What follows belongs to an exercise in optimizing a design on an open flow for small area; a production flow would make more cautious choices. Only simulation tests tie the RTL to the original design; equivalence was not proved. Power figures rest on the tool's default switching activity, not on a simulated workload.

**flow/run.sh**
```bash
#!/bin/bash
# synth_recipe.tcl (not shown) runs the flow's synth.tcl, then flattens the netlist and writes it again
# the make line also repeats each setting of config.mk as NAME=value (left out here)
make -C /OpenROAD-flow-scripts/flow DESIGN_CONFIG=/design/flow/config.mk WORK_HOME=/design/flow/orfs CLKGATE_MAP_FILE= SYNTH_SCRIPT=/design/flow/synth_recipe.tcl finish
```
**flow/config.mk**
```make
export PLATFORM = sky130hd
export DESIGN_NAME = Cajero
export DESIGN_NICKNAME = Cajero
export VERILOG_FILES = /design/flow/design.v
export SDC_FILE = /design/flow/constraint.sdc
export NUM_CORES = 4
export LEC_CHECK = 0
export CAP_MARGIN = 20
export CORE_MARGIN = 2
export CORE_UTILIZATION = 40
export SLEW_MARGIN = 20
```
**flow/constraint.sdc**
```tcl
create_clock -name core_clock -period 8.0 [get_ports {Clk}]
set_input_delay 1.6000 -clock core_clock [delete_from_list [all_inputs] [get_ports {Clk}]]
set_output_delay 1.6000 -clock core_clock [all_outputs]
set_load 0.01 [all_outputs]
```
**flow/design.v**
```verilog
module Cajero(input Clk, Reset,
              input TARJETA_RECIBIDA, TIPO_TRANS,    
              input [15:0] PIN,                      
              input DIGITO_STB, MONTO_STB,           
              input [3:0] DIGITO,                    
              input [31:0] MONTO,                    
              input [63:0] BALANCE_INICIAL,          
              output reg [63:0] BALANCE,                                                 
              output reg BALANCE_ACTUALIZADO, ENTREGAR_DINERO,                           
              output reg PIN_INCORRECTO, ADVERTENCIA, BLOQUEO, FONDOS_INSUFICIENTES);    
    reg [1:0]  INTENTOS, next_INTENTOS;
    reg [15:0] DIGITOS_IN;
    reg [31:0] MONTO_IN;
    reg [2:0] numDIGITOS, next_numDIGITOS;
    reg [6:0] EstPres, ProxEstado;
    localparam Estado_Inicial = 7'b0000001;
    localparam Esperando_PIN  = 7'b0000010;
    localparam Pin_Autorizado = 7'b0000100;
    localparam Estado_Bloqueo = 7'b0001000;
    localparam Hacer_Deposito = 7'b0010000;
    localparam Hacer_Retiro   = 7'b0100000;
    localparam Sin_Fondos     = 7'b1000000;
    always @(posedge Clk, negedge Reset)
        if (~Reset)  begin
            EstPres     <= Estado_Inicial;
            INTENTOS    <= 2'd0;
            numDIGITOS  <= 2'd0;
        end
        else begin
            EstPres    <= ProxEstado;
            INTENTOS   <= next_INTENTOS;
            numDIGITOS <= next_numDIGITOS;
            if (DIGITO_STB) begin
                DIGITOS_IN[3:0]   <= DIGITO;
                DIGITOS_IN[7:4]   <= DIGITOS_IN[3:0];
                DIGITOS_IN[11:8]  <= DIGITOS_IN[7:4];
                DIGITOS_IN[15:12] <= DIGITOS_IN[11:8];
                end
            if (MONTO_STB) MONTO_IN <= MONTO;
        end
    always @(*) begin
    ProxEstado = EstPres;
    next_INTENTOS = INTENTOS;
    next_numDIGITOS = numDIGITOS;
    BALANCE = BALANCE_INICIAL;
    PIN_INCORRECTO = 1'b0;
    ADVERTENCIA = 1'b0;
    BLOQUEO = 1'b0;
    BALANCE_ACTUALIZADO = 1'b0;
    ENTREGAR_DINERO = 1'b0;
    FONDOS_INSUFICIENTES = 1'b0;
    case (EstPres)
        Estado_Inicial:
            if(TARJETA_RECIBIDA) begin
                ProxEstado = Esperando_PIN;
            end
            else ProxEstado = Estado_Inicial;
        Esperando_PIN:  begin
                ProxEstado = Esperando_PIN;   
                if(numDIGITOS == 3'd4) begin
                    if(DIGITOS_IN == PIN)     ProxEstado = Pin_Autorizado;
                    else begin
                        next_numDIGITOS = 3'd0;                  
                        next_INTENTOS = INTENTOS + 1;            
                        PIN_INCORRECTO = 1;                      
                        case (INTENTOS)
                            2'd1: ADVERTENCIA = 1;               
                            2'd2: ProxEstado = Estado_Bloqueo;   
                            default: ProxEstado = Esperando_PIN;
                        endcase
                        end
                end
                else if (DIGITO_STB) next_numDIGITOS = numDIGITOS + 1;
            end
        Pin_Autorizado: begin
                next_numDIGITOS = 3'd0;
                next_INTENTOS   = 2'd0;
                if(MONTO_STB) begin
                    if(TIPO_TRANS) begin
                        if(BALANCE_INICIAL > MONTO) ProxEstado = Hacer_Retiro;
                        else ProxEstado = Sin_Fondos;
                    end
                    else ProxEstado = Hacer_Deposito;
                end
                else ProxEstado = Pin_Autorizado;
            end
        Estado_Bloqueo: begin
                ProxEstado = Estado_Bloqueo;
                BLOQUEO = 1;
            end
        Hacer_Deposito: begin
                ProxEstado = Estado_Inicial;
                BALANCE = BALANCE_INICIAL + MONTO_IN;
                BALANCE_ACTUALIZADO = 1;
            end
        Hacer_Retiro  : begin
                ProxEstado = Estado_Inicial;
                BALANCE = BALANCE_INICIAL - MONTO_IN;
                BALANCE_ACTUALIZADO = 1;
                ENTREGAR_DINERO = 1;
            end
        Sin_Fondos   : begin
                ProxEstado = Estado_Inicial;
                FONDOS_INSUFICIENTES = 1;
            end
        default: ProxEstado = Estado_Inicial;
    endcase
    end
endmodule
```
==> summary.txt, run 1 <==
----------------------------------------------------
[Run status]
  Outcome ... timing/DRC/antenna clean

[Placement]
  Detailed Place HPWL ... around 22000 µm
  Placer congestion estimate ... 0.8975
  Port Buf Inserts ... about 190
  Worst slack after detailed placement ... 0.7615 ns

[Timing]
  Share of the cycle needed by the critical path after routing ... slightly above 90%
  Slew margin rel. ... roughly 50%
  Max-slew violations ... 0
  Number of endpoints failing setup at the final stage ... 0
  Final period demand of the worst path ... about 7.4 ns
  Worst-Margin Slew ... approximately 0.76 ns
  Count of endpoints failing hold in the final timing report ... 0
  Worst setup slack after layout ... around 0.56 ns
  Top achievable clock speed ... around 130 MHz
  Post-Route Skew ... ~0.011 ns
  Unrepaired setup endpoints after global routing ... no
  Setup TNS Final ... 0 ns

[Finish]
  Synthesis-to-finish area growth ... 29.90%
  Number of filler cells placed in the layout ... about 2100
  Share of final-layout standard cells stronger than drive strength 1 ... ~3.6%
  Layout net count ... ~1500

[Yosys]
  Avg Inst Size Synth ... roughly 7.5 µm²
  Yosys top cell area share ... between 10% and 20%
  Commonest cells in the netlist ... nand2_1, o21ai_0, ha_1
  Number of flops mapped to enable cells by yosys ... 48
  Cell types with the largest area share after synthesis ... edfxtp_1, ha_1, o21ai_0, nand2_1, xnor2_1
  Cells after synthesis ... approximately 1100
  Net count after synthesis ... 1329
  Post-synth design cell area ... between 0.008 and 0.009 mm²
  Proportion of synthesized flip-flops having asynchronous set or reset ... around 20%
  Leading cell type by number of instances after synthesis ... nand2_1
  Sequential cell area fraction in the yosys report ... 21.02%
  Most common flop cell mapped by yosys ... edfxtp_1
  Synth unique cells ... 69
  Synthesis-stage register bit count ... 60
  Yosys warnings ... 1
  Cell accounting for the most synthesized area ... edfxtp_1

[Clocking]
  Number of hold buffers added after cts ... 0
  CTS-repair resized insts ... 0
  TritonCTS clock tree ... yes
  Worst-skew pair later-pin latency ... 0.34 ns
  Number of clock buffers inserted by TritonCTS ... 9
  Number of buffers inserted to repair setup after CTS ... 0
  Number of clock sinks seen by CTS ... 60
  Clock root cell ... clkbuf_16
  Clock-pin slew of the registers on the worst-case setup and hold paths ... 0.06 ns
  Deepest clock path buffer count ... 2
  Maximum level of the CTS H-tree ... 3

[Power]
  Leak pwr ... between 0.004 and 0.005 µW
  Maximum resistive drop on vdd ... 0.00008336 V
  Combinational share of power ... 39.9%
  Net Sw Frac ... a little over a third
  Cell-internal power ... about 830 µW
  Sequential cell fraction of total power ... between 30% and 40%
  Cell area power density ... 118.9 mW/mm²
  Reported net switching power ... between 400 and 500 µW
  Clock Power Share ... 28.9%

[Die]
  Standard-cell row count ... 52
  Core Region ... 0.02030 mm²
  Die span in x ... roughly 150 µm
  Starting density of the core ... 40.85%
  I/O pin count ... 192
  Die footprint ... between 0.02 and 0.025 mm²
  Floorplan die height ... approximately 150 µm

[Critical path]
  CP Launch Type ... register
  Required @ worst endpoint ... approximately 6.4 ns
  Classification of the worst setup path ... register to primary output
  Highest net fanout along the worst path ... 9
  Endpoint class of the critical path ... primary output
  Arrival time at the worst endpoint ... approximately 5.8 ns
  Number of cells on the worst reg-to-reg path ... 7

[Run]
  Max capacitance violation total ... 0

[Global route]
  First-pass GRT wire length ... between 40000 and 50000 µm
  Pin count of the biggest net entering global routing ... roughly 130
  Global Route Usage Sum ... a little under a quarter
  Overall overflow remaining after global route ... 0
  Initial antenna violation count ... 3
  Via count of the first global-routing pass ... roughly 8100

[Worst hold path]
  Number of cells traversed by the worst hold path ... 0
  Min-delay worst type ... register to register

[Drt]
  First DRT Iteration DRCs ... 595
  Total wire length after detailed routing ... around 26000 µm
  Routed wirelength normalized by instance count ... 16.91 µm
  Drc violations ... 0
  First-pass iteration count of the detailed router ... 5
  Total vias in the final route ... between 8000 and 9000
  Number of nets with antenna violations after routing ... 0
  Average via count per standard cell ... between 5 and 6

----------------------------------------------------
[final cells by class]
cell class,instances,area [µm²],share of cell area [%]
Antenna cell,1,2.502,0.02323
Multi-Input combinational cell,943,6173,57.31
Timing Repair Buffer,204,2013,18.69
Tap cell,270,337.8,3.136
Inverter,59,221.5,2.056
Sequential cell,60,1743,16.18
Clock buffer,9,225.2,2.091
Clock inverter,7,56.30,0.5226
[cell families (layout without fill, tap and decap cells)]
kind of cell	Yosys count	count (layout)	share of synthesized area, %
AO/OA/AOI/OAI	366	366	26.00
XOR/XNOR	106	106	11.19
adder cells (fa/ha/maj)	103	103	15.63
buffers and inverters	101	279	4.752
flip-flops	60	60	21.02
multiplexers	6	6	0.7393
other	0	1	0
AND/OR/NAND/NOR	362	362	20.67
[sequential cells by signal (all words and copies together), names as in the netlist]
name        flops
EstPres         7
numDIGITOS      3
MONTO_IN       32
DIGITOS_IN     16
INTENTOS        2
[worst max-delay path, stage by stage, from the launching register on]
cell and delay, ns:
edfxtp_1 0.41, nor4_2 0.38, nand4_1 0.20, nand2b_1 0.25
nor3_1 0.22, buf_4 0.17, and2_1 0.17, nand2_1 0.24
nor3_1 0.27, ha_1 0.26, mux2i_1 0.15, ha_1 0.26
nand2_1 0.13, nor2_1 0.24, nand2_1 0.09, or4_1 0.48
o21ai_1 0.23, a21oi_1 0.23, o21ai_1 0.30, xnor2_1 0.09
o21ai_0 0.15, clkdlybuf4s50_1 0.56
[power groups by stage]
stage	sequential [µW]	combinational, µW	clock [µW]
after CTS	400	510	378
final	400	511	371
after global placement	405	505	0
after detailed placement	406	506	0
after floorplan	401	309	0
after global routing	405	568	390
[layer usage]
metal	GRT usage (%)	part of all wire, %	vias to the layer above
li1	-	-	4359
met1	32.67	47	3940
met2	38.87	45	277
met3	3.395	6.1	31
met4	5.619	1.5	4
met5	0	0.091	-
[cell usage in the layout, fill, tap and decap left out, drive strengths merged, types with 3 or more instances in the layout]
cell type,synthesis,layout
clkdlybuf4s50,0,191
o21ai,160,160
nand2,150,150
ha,102,102
a21oi,102,102
xnor2,63,63
inv,59,63
nor2,60,60
edfxtp,48,48
xor2,43,43
nand4,32,32
nor3,25,25
a21o,24,24
nand3,16,16
nor4,16,16
nand2b,14,14
buf,9,13
dfrtp,11,11
and2,11,11
nor2b,10,10
o21a,9,9
o21bai,9,9
clkbuf,33,9
o31ai,9,9
o211ai,7,7
a211oi,7,7
or3,6,6
a31oi,6,6
and3,6,6
or4,5,5
mux2i,5,5
o41ai,5,5
o221ai,4,4
a21boi,4,4
nor3b,3,3
o2111ai,3,3
[worst paths after layout]
kind,slack (ns),endpoint,start
setup / recovery,0.56,BALANCE[54],MONTO_IN[7]$_DFFE_PP_
hold / removal,0.47,DIGITOS_IN[11]$_DFFE_PP_,DIGITOS_IN[7]$_DFFE_PP_
setup reg to reg,5.95,numDIGITOS[2]$_DFFE_PN0P_,DIGITOS_IN[2]$_DFFE_PP_
hold reg to reg,0.47,DIGITOS_IN[11]$_DFFE_PP_,DIGITOS_IN[7]$_DFFE_PP_
max in group asynchronous,5.98,numDIGITOS[0]$_DFFE_PN0P_,Reset
min in group asynchronous,1.63,INTENTOS[0]$_DFFE_PN0P_,Reset
[metrics by stage]
step	hold slack [ns]	power [µW]	area, µm²	cells	utilization (%)
6_report	0.4689	1281	10770	1553	53.07
5_1_grt	0.4775	1363	10770	1552	53.06
4_1_cts	0.4713	1288	10760	1552	52.99
3_5_place_dp	0.4556	912.4	10480	1536	51.60
3_3_place_gp	0.4513	909.8	10480	1536	51.60
2_1_floorplan	0.4487	709.2	8293	1104	-
==> inputs of run 2 (changes only) <==
==> flow/design.v (replaced) <==
module Cajero(input Clk, Reset,
              input TARJETA_RECIBIDA, TIPO_TRANS,
              input [15:0] PIN,
              input DIGITO_STB, MONTO_STB,
              input [3:0] DIGITO,
              input [31:0] MONTO,
              input [63:0] BALANCE_INICIAL,
              output [63:0] BALANCE,
              output BALANCE_ACTUALIZADO, ENTREGAR_DINERO,
              output PIN_INCORRECTO, ADVERTENCIA, BLOQUEO, FONDOS_INSUFICIENTES);
    parameter K = 4;    
    localparam S_IDLE = 3'd0, S_WAIT = 3'd1, S_AUTH = 3'd2, S_BLK = 3'd3,
               S_DEP  = 3'd4, S_WD   = 3'd5, S_NF   = 3'd6;
    reg [2:0]  st, nst;
    reg [2:0]  cnt, ncnt;       
    reg [1:0]  att, natt;       
    reg [15:0] dig;             
    reg [31:0] amt;             
    always @(posedge Clk, negedge Reset)
        if (~Reset) begin
            st  <= S_IDLE;
            cnt <= 3'd0;
            att <= 2'd0;
        end else begin
            st  <= nst;
            cnt <= ncnt;
            att <= natt;
        end
    always @(posedge Clk) begin
        if (DIGITO_STB) dig <= {dig[11:0], DIGITO};
        amt <= MONTO ^ {32{TIPO_TRANS}};
    end
    wire [31:0] bl = BALANCE_INICIAL[31:0];
    wire [32:0] gtc;
    assign gtc[0] = 1'b0;
    genvar i;
    generate for (i = 0; i < 32; i = i + 1) begin : g_cmp
        assign gtc[i+1] = (bl[i] & ~MONTO[i]) | (~(bl[i] ^ MONTO[i]) & gtc[i]);
    end endgenerate
    wire gt = (|BALANCE_INICIAL[63:32]) | gtc[32];
    wire eq = (dig == PIN);
    wire waiting = (st == S_WAIT);
    wire check = waiting & cnt[2];
    assign PIN_INCORRECTO       = check & ~eq;
    assign ADVERTENCIA          = PIN_INCORRECTO & att[0];
    assign BLOQUEO              = (st == S_BLK);
    assign BALANCE_ACTUALIZADO  = (st == S_DEP) | (st == S_WD);
    assign ENTREGAR_DINERO      = (st == S_WD);
    assign FONDOS_INSUFICIENTES = (st == S_NF);
    always @* begin
        nst  = st;
        ncnt = 3'd0;
        natt = 2'd0;
        case (st)
            S_IDLE: if (TARJETA_RECIBIDA) nst = S_WAIT;
            S_WAIT: begin
                natt = att;
                ncnt = cnt;
                if (cnt[2]) begin
                    if (eq) nst = S_AUTH;
                    else begin
                        ncnt = 3'd0;
                        natt = att + 2'd1;
                        if (att[1]) nst = S_BLK;
                    end
                end else if (DIGITO_STB) ncnt = cnt + 3'd1;
            end
            S_AUTH: if (MONTO_STB) nst = TIPO_TRANS ? (gt ? S_WD : S_NF) : S_DEP;
            S_BLK: nst = S_BLK;
            default: nst = S_IDLE;
        endcase
    end
    wire sub = ENTREGAR_DINERO;
    wire [31:0] al = BALANCE_INICIAL[31:0];
    wire [31:0] ah = BALANCE_INICIAL[63:32];
    wire [31:0] p = al ^ amt;
    wire [31:0] g = al & amt;
    wire [32:0] c;
    assign c[0] = sub;
    localparam NG = 32 / K;
    wire [NG:0] gc;             
    assign gc[0] = sub;
    genvar j;
    generate for (i = 0; i < NG; i = i + 1) begin : g_grp
        wire [K:0] gg;          
        wire [K:0] ic;          
        assign gg[0] = 1'b0;
        assign ic[0] = gc[i];
        for (j = 0; j < K; j = j + 1) begin : g_bit
            assign gg[j+1] = g[i*K+j] | (p[i*K+j] & gg[j]);
            if (j < K - 1) begin : g_ic
                assign ic[j+1] = g[i*K+j] | (p[i*K+j] & ic[j]);
            end
            assign c[i*K+j] = ic[j];
        end
        assign gc[i+1] = gg[K] | (&p[i*K +: K] & gc[i]);
    end endgenerate
    assign c[32] = gc[NG];
    wire [31:0] sl = p ^ c[31:0];
    wire [31:0] x = ah ^ {32{sub}};
    wire [32:0] q;
    assign q[0] = 1'b1;
    generate for (i = 0; i < 32; i = i + 1) begin : g_hi
        assign q[i+1] = q[i] & x[i];
    end endgenerate
    wire cc = c[32] ^ sub;
    wire [31:0] sh = ah ^ ({32{cc}} & q[31:0]);
    assign BALANCE = {sh, sl};
endmodule
--- a/flow/config.mk
+++ b/flow/config.mk
@@ -7,2 +7,3 @@
 export LEC_CHECK = 0
+export ABC_AREA = 1
 export CAP_MARGIN = 20
==> run 2 against run 1 <==
Highest routed layer is now met4. Worst hold slack lost 0.0015 ns. Power shrank 10%. Critical endpoint is now BALANCE[49]. Synthesized cell count shrank 41%. Largest cell class unchanged. Die area shrank 35%. Register-to-register slack gained 0.27 ns. Clock power shrank 36%. Largest power group unchanged.
==> summary.txt, run 2 <==
----------------------------------------------------
[Run status]
  Outcome ... timing/DRC/antenna clean

[Critical path]
  Classification of the worst setup path ... primary input to primary output
  CP Capture Point ... BALANCE[49]
  Highest net fanout along the worst path ... 6 (-3)
  Number of cells on the worst reg-to-reg path ... 11 (+4)
  Critical path's largest stage delay ... 0.57 ns (about the same)
  Slowest CP cell ... clkdlybuf4s50_1
  Worst setup path startpoint ... BALANCE_INICIAL[1]
  R2r startpoint ... dig[10]$_DFFE_PP_
  Required @ worst endpoint ... 6.40 ns (about the same)
  CP Launch Type ... primary input
  Endpoint class of the critical path ... primary output
  Critical R2R Capture ... att[1]$_DFFE_PN0P_
  Cell type with the highest occurrence count on the critical path ... nand4_2
  Flop2flop setup slack ... 6.22 ns (+0.27 ns)
  Arrival time at the worst endpoint ... 5.99 ns (+0.15 ns)

[Placement]
  Port Buf Inserts ... 191 (unchanged)
  Detailed Place HPWL ... 11020 µm (-49%)
  Worst slack after detailed placement ... 0.01155 ns (-0.7500 ns)
  Post-place instance area ... 0.007448 mm² (-29%)
  Placed Cells ... 1016 (-34%)
  Placer congestion estimate ... 0.9464 (+5.4%)

[Timing]
  Setup TNS Final ... 0 ns (unchanged)
  Number of endpoints failing setup at the final stage ... 0 (unchanged)
  Count of endpoints failing hold in the final timing report ... 0 (unchanged)
  Slew margin rel. ... 31.49% (-18 points)
  Top achievable clock speed ... 131.7 MHz (-2.0%)
  Final period demand of the worst path ... 7.594 ns (+0.1532 ns)
  Post-Route Skew ... 0.006910 ns (-0.003600 ns)
  Unrepaired setup endpoints after global routing ... no
  Share of the cycle needed by the critical path after routing ... 94.92% (+1.9 points)
  Worst-Margin Slew ... 1.028 ns (+0.2654 ns)
  Min Hold Slack ... 0.4674 ns (-0.001501 ns)
  Worst setup slack after layout ... 0.4065 ns (-0.1532 ns)
  Max-slew violations ... 0 (unchanged)

[Clocking]
  Number of clock buffers inserted by TritonCTS ... 5 (-4)
  Clock-pin slew of the registers on the worst-case setup and hold paths ... 0.08 ns (+0.02 ns)
  Number of clock sinks seen by CTS ... 56 (-6.7%)
  Worst-skew pair later-pin latency ... 0.31 ns (-0.03 ns)
  Deepest clock path buffer count ... 2 (unchanged)
  TritonCTS clock tree ... yes
  Maximum level of the CTS H-tree ... 2 (-1)
  Clock root cell ... clkbuf_16

[Yosys]
  Synth unique cells ... 43 (-38%)
  Avg Inst Size Synth ... 8.153 µm² (+8.5%)
  Sequential cell area fraction in the yosys report ... 24.74% (+3.7 points)
  Commonest cells in the netlist ... inv_1, nand2_1, xor2_1
  Cell types with the largest area share after synthesis ... ha_1, dfxtp_1, xor2_1, fa_1, edfxtp_1
  Leading cell type by number of instances after synthesis ... inv_1
  Synthesis-stage register bit count ... 56 (-6.7%)
  Yosys warnings ... 1 (unchanged)
  Yosys top cell area share ... 15.00% (-2.4 points)
  Cell accounting for the most synthesized area ... ha_1
  Most common flop cell mapped by yosys ... dfxtp_1
  Net count after synthesis ... 865 (-35%)
  Proportion of synthesized flip-flops having asynchronous set or reset ... 14.29% (-5.7 points)
  Cells after synthesis ... 655 (-41%)
  Number of flops mapped to enable cells by yosys ... 16 (-67%)
  Post-synth design cell area ... 0.005340 mm² (-36%)

[Power]
  Leak pwr ... 0.003735 µW (-18%)
  Maximum resistive drop on vdd ... 0.0002434 V (+190%)
  Combinational share of power ... 48.9% (+9.0 points)
  Net Sw Frac ... 36.58% (+0.99 points)
  Cell area power density ... 151.2 mW/mm² (+27%)
  Reported net switching power ... 421.9 µW (-7.5%)
  Sequential cell fraction of total power ... 30.5% (-0.7 points)
  Clock Power Share ... 20.6% (-8.3 points)
  Cell-internal power ... 731.5 µW (-11%)

[Global route]
  Initial antenna violation count ... 0 (-3)
  Via count of the first global-routing pass ... 4856 (-40%)
  Global Route Usage Sum ... 18.84% (-4.8 points)
  First-pass GRT wire length ... 21830 µm (-47%)
  Pin count of the biggest net entering global routing ... 36 (-71%)
  Overall overflow remaining after global route ... 0 (unchanged)

[Finish]
  Flip-flop count of the largest register, all copies and words added ... 32 (unchanged)
  Synthesis-to-finish area growth ... 42.88%
  Fin area ... 0.007630 mm² (-29%)
  Area occupied by multi-input gates ... 0.003498 mm² (-43%)
  Layout Cells excl Fill ... 1024 (-34%)
  Largest reg by FF count ... amt
  Layout net count ... 1057 (-30%)
  Number of diodes ... 0 (-1)
  Sequential Area ... 0.001321 mm² (-24%)
  Share of final-layout standard cells stronger than drive strength 1 ... 6.132% (+2.5 points)
  Largest regs ... amt x32, dig x16
  Commonest cells after routing, fill and taps aside ... clkdlybuf4s50_1, inv_1, nand2_1
  Number of filler cells placed in the layout ... 1224 (-41%)
  Commonest non-fill, non-tap cell in the layout ... clkdlybuf4s50_1

[Drt]
  First-pass iteration count of the detailed router ... 4 (-1)
  Total vias in the final route ... 4716 (-45%)
  Total wire length after detailed routing ... 13090 µm (-50%)
  Drc violations ... 0 (unchanged)
  Routed wirelength normalized by instance count ... 12.78 µm (-24%)
  Average via count per standard cell ... 4.605 (-17%)
  First DRT Iteration DRCs ... 160 (-73%)
  Number of nets with antenna violations after routing ... 0 (unchanged)

[Worst hold path]
  Min-delay worst type ... register to register

[Die]
  Standard-cell row count ... 42 (-19%)
  I/O pin count ... 192 (unchanged)
  Die span in x ... 119.5 µm (-19%)
  Floorplan die height ... 119.5 µm (-19%)
  Starting density of the core ... 40.65% (-0.21 points)
  Die footprint ... 0.01429 mm² (-35%)
  Core Region ... 0.01314 mm² (-35%)

[Run]
  Max capacitance violation total ... 0 (unchanged)

----------------------------------------------------
[run 2: cell types whose count changed after synthesis, moves of 25 or more]
cell / delta
xor2_1: +25
o21ai_0: -136
nand2_1: -27
ha_1: -38
a21oi_1: -75
clkbuf_1: -26
inv_1: +69
xnor2_1: -47
edfxtp_1: -32
dfxtp_1: +32
[run 2: kinds of logic after synthesis]
group | count (synthesis) | share of synthesized area, %
buf+inv | 140 | 9.864
xor+xnor | 84 | 13.78
fa+ha+maj | 88 | 23.99
compound gates | 57 | 6.725
simple gates | 230 | 20.90
flops | 56 | 24.74
[run 2: final cells by class]
cell class                 count  area share, %
clock buffer                   5          1.640
clock inverter                 3         0.3608
inverter                     133          6.560
multi-input combinational    459          45.85
sequential                    56          17.32
tap                          176          2.886
timing repair buffer         192          25.39
[run 2: how the worst min path moves through the flow]
stage	from	end	slack (ns)	depth (start not counted)
2_1_floorplan	dig[10]$_DFFE_PP_	dig[14]$_DFFE_PP_	0.43	0
3_3_place_gp	dig[10]$_DFFE_PP_	dig[14]$_DFFE_PP_	0.44	0
3_5_place_dp	dig[10]$_DFFE_PP_	dig[14]$_DFFE_PP_	0.45	0
4_1_cts	dig[10]$_DFFE_PP_	dig[14]$_DFFE_PP_	0.47	0
5_1_grt	dig[2]$_DFFE_PP_	dig[6]$_DFFE_PP_	0.48	0
6_report	dig[10]$_DFFE_PP_	dig[14]$_DFFE_PP_	0.47	0
[run 2: routing by layer]
metal | global-route usage, % | up-vias | part of all wire, %
met1 | 21.94 | 2134 | 41
met2 | 33.96 | 113 | 51
met4 | 5.147 | 0 | 2.1
met3 | 5.086 | 17 | 6.0
met5 | 0 | - | 0
li1 | - | 2452 | -
[run 2: per-stage QoR]
step	util (%)	total power (µW)
after floorplan	-	658.2
after CTS	57.85	1175
after global routing	58.08	1248
after detailed placement	56.70	928.3
after global placement	56.70	919.8
final	58.08	1153
[run 2: timing repair]
action,in CTS,in global routing
hold endpoints to repair,0,0
buffers inserted,0,0
gates resized for setup,1,15
pin swaps,0,1
hold buffers,0,0
setup endpoints to repair,1,11
[run 2: worst max-delay path, delay by kind of cell]
kind	cells	cell delay [ns]
AOI/OAI and AO/OA	9	1.10
xor gates and xnor gates	1	0.15
adders and majority gates	1	0.32
buffers and inverters	5	1.19
and+or+nand+nor	16	1.63
[run 2: power groups by stage]
stage	logic (µW)	clock network, µW	registers (µW)
global placement	562	0	357
floorplan	305	0	353
detailed placement	569	0	359
CTS	574	248	353
finish	564	237	352
global route	632	257	358

-- separate check: timing with driven ports --
The flow's constraints put no driver on any port. The routed layouts listed below were extracted and timed again, unchanged, in two steps. Step 1, drivers: a clkbuf_16 drives Clk and a buf_2 each remaining input, both assumed. Step 2 times the ports against the registers' clock, not the clock port: input delays grow and output delays shrink by t, the midpoint of the rising clock arrivals with the driver on. a / b / c = ideal / step 1 / step 2; a / b = the first two.
| run | shift t [ns] | setup WS [ns] | hold slack, ns | worst setup path at the end |
|---|---|---|---|---|
| run 1 | 0.378 | 0.560 / 0.519 / 0.741 | 0.469 / 0.469 / 0.469 | input to output |
| run 2 | 0.348 | 0.406 / 0.368 / 0.368 | 0.467 / 0.467 / 0.467 | input to output |
After both steps setup and hold are still met in every run listed. The setup slack of run 2, which loses most, moves by -0.038 ns with the drivers and by -0.038 ns with both steps.
